Source: an optimization exercise on an open RTL-to-GDS flow (aim: small area and a short achievable clock period). Production flows keep margins and buffers that such runs may drop.
Only simulation tests tie the RTL to the original design; equivalence was not proved.
No activity file was given, so power comes from the tool's default toggle rates.

## processor
module processor(clock,reset,imem_addr,imem_data,wb_en,wb_addr,wb_data,flags);
Size: ~2,400 cells after synthesis, roughly 430 flip-flops, about 50 I/O pins, about 27,000 um^2 of cells after synthesis.
Settings: LEC_CHECK=0, ABC_CLOCK_PERIOD_IN_PS=5000, CAP_MARGIN=20, CORE_MARGIN=2, CORE_UTILIZATION=35, CTS_BUF_LIST=sky130_fd_sc_hd__clkbuf_8, CTS_CLUSTER_DIAMETER=60, CTS_CLUSTER_SIZE=16, SLEW_MARGIN=20; clock period 11.0 ns.
standard.sh (not shown) runs the stock make flow with config.mk's settings and CLKGATE_MAP_FILE= SYNTH_SCRIPT=/design/flow/synth_recipe.tcl, a recipe that flattens the netlist after the stock synthesis.
==> flow/flow/run.sh <==
#!/bin/bash
set -e
export SETUP_SLACK_MARGIN=6.0
bash standard.sh > standard.log 2>&1
Edit:
==> flow/run.sh (new file) <==
#!/bin/bash
# synth_recipe.tcl (not shown) runs the flow's synth.tcl, then flattens the netlist and writes it again
# the make line also repeats each setting of config.mk as NAME=value (left out here)
make -C /OpenROAD-flow-scripts/flow DESIGN_CONFIG=/design/flow/config.mk WORK_HOME=/design/flow/orfs CLKGATE_MAP_FILE= SYNTH_SCRIPT=/design/flow/synth_recipe.tcl finish
--- a/flow/config.mk
+++ b/flow/config.mk
@@ -13,3 +13,4 @@
 export CTS_CLUSTER_DIAMETER = 60
 export CTS_CLUSTER_SIZE = 16
+export SETUP_SLACK_MARGIN = 5
 export SLEW_MARGIN = 20
removed: flow/flow/run.sh
removed: flow/standard.sh
What happened:
- The new run completed with no timing, DRC or antenna violations
- design area fell by 6.1%
- setup slack degrades by 0.45 ns
- final cell count falls by 3.8%
- wire length went down by 1.4%
- register-to-register slack degrades by 0.40 ns

* * *

== run A ==
Starting RTL as in the previous note.
export LEC_CHECK = 0
export ABC_CLOCK_PERIOD_IN_PS = 5000
export CAP_MARGIN = 20
export CORE_MARGIN = 2
export CORE_UTILIZATION = 50
export CTS_BUF_LIST = sky130_fd_sc_hd__clkbuf_8
export CTS_CLUSTER_DIAMETER = 60
export CTS_CLUSTER_SIZE = 16
export SETUP_SLACK_MARGIN = 5
export SLEW_MARGIN = 20
create_clock -name core_clock -period 11.0 [get_ports {clock}]
run.sh (not shown) runs the stock make flow with config.mk's settings and CLKGATE_MAP_FILE= SYNTH_SCRIPT=/design/flow/synth_recipe.tcl, a recipe that flattens the netlist after the stock synthesis.
Stock flow here: none of the scripts above is used.
Setup changes, run A to run B
Settings: SETUP_SLACK_MARGIN no longer set, was 5; CORE_UTILIZATION now 35, was 50.
==> flow/flow/run.sh (new file) <==
#!/bin/bash
set -e
export SETUP_SLACK_MARGIN=5.5
export BUFFER_PORTS_ARGS="-buffer_cell sky130_fd_sc_hd__buf_2"
bash standard.sh > standard.log 2>&1
==> flow/standard.sh (new file) <==
#!/bin/bash
# synth_recipe.tcl (not shown) runs the flow's synth.tcl, then flattens the netlist and writes it again
# the make line also repeats each setting of config.mk as NAME=value (left out here)
make -C /OpenROAD-flow-scripts/flow DESIGN_CONFIG=/design/flow/config.mk WORK_HOME=/design/flow/orfs CLKGATE_MAP_FILE= SYNTH_SCRIPT=/design/flow/synth_recipe.tcl "${@:-finish}"
removed: flow/run.sh
Results
[compare] base=run A new=run B: multi-input combinational cell count closely matched the old numbers; combinational share of power now larger.
Going from run A to run B, met3 layer wire length in the routed design grows by about 2.5%.
Run B gives less final critical-path required period than run A did.
Leakage power total deteriorates in run B relative to run A.
Run B: register-to-register slack is 0.51 ns higher than what run A reported.
Diff run A -> run B: worst hold slack closely matched the old numbers, clock power went down by about 5%, clock buffer instance count of the final layout moved down.
Compared with run A, run B shows post-route core utilization lower by 15 points.
[inputs] run C vs run B
Settings: SETUP_SLACK_MARGIN: unset -> 5; GPL_TIMING_DRIVEN: unset -> 0.
==> flow/run.sh (new file) <==
#!/bin/bash
# synth_recipe.tcl (not shown) runs the flow's synth.tcl, then flattens the netlist and writes it again
# the make line also repeats each setting of config.mk as NAME=value (left out here)
make -C /OpenROAD-flow-scripts/flow DESIGN_CONFIG=/design/flow/config.mk WORK_HOME=/design/flow/orfs CLKGATE_MAP_FILE= SYNTH_SCRIPT=/design/flow/synth_recipe.tcl finish
removed: flow/flow/run.sh
removed: flow/standard.sh
Notes after the runs:
Total length of routed wires delta (run B -> run C): insignificant. Compared with run B, in run C power share of the combinational group lower; count of clock-buffer cells in the layout lower.

-- what the ideal ports hide --
The results above use ideal ports. As a check the final layouts listed here were re-extracted and re-timed, cells and wires unchanged. Step 1 (the two cells are an assumption about what drives the block):
set clk [get_ports {clock}]
set_driving_cell -lib_cell sky130_fd_sc_hd__clkbuf_16 $clk
set_driving_cell -lib_cell sky130_fd_sc_hd__buf_2 [delete_from_list [all_inputs] $clk]
Step 2, shift: input delay + t, output delay - t, t = (earliest + latest rising clock arrival at the registers) / 2. This alone moves slack from input paths to output paths. Three values: no drivers, after step 1, after step 2; two values: the first two.
run | t, ns | setup WS [ns] | worst setup path at the end | slew at the worst register clock pin (ns) | worst data-port slew with drivers (ns)
the first run of note 1 | 0.737 | 5.442 / 5.378 / 5.457 | input to register | 0.11 / 0.11 | 0.04
the second run of note 1 | 0.718 | 4.992 / 4.929 / 4.580 | input to register | 0.11 / 0.11 | 0.05
run A | 0.698 | 5.010 / 4.955 / 4.546 | input to register | 0.11 / 0.11 | 0.06
run B | 0.736 | 5.365 / 5.302 / 4.975 | input to register | 0.11 / 0.11 | 0.06
run C | 0.738 | 5.036 / 4.972 / 4.364 | input to register | 0.11 / 0.11 | 0.07
After both steps setup and hold are still met in every run listed. For run C, which loses most, drivers alone change the setup slack by -0.064 ns; drivers and shift together by -0.672 ns.
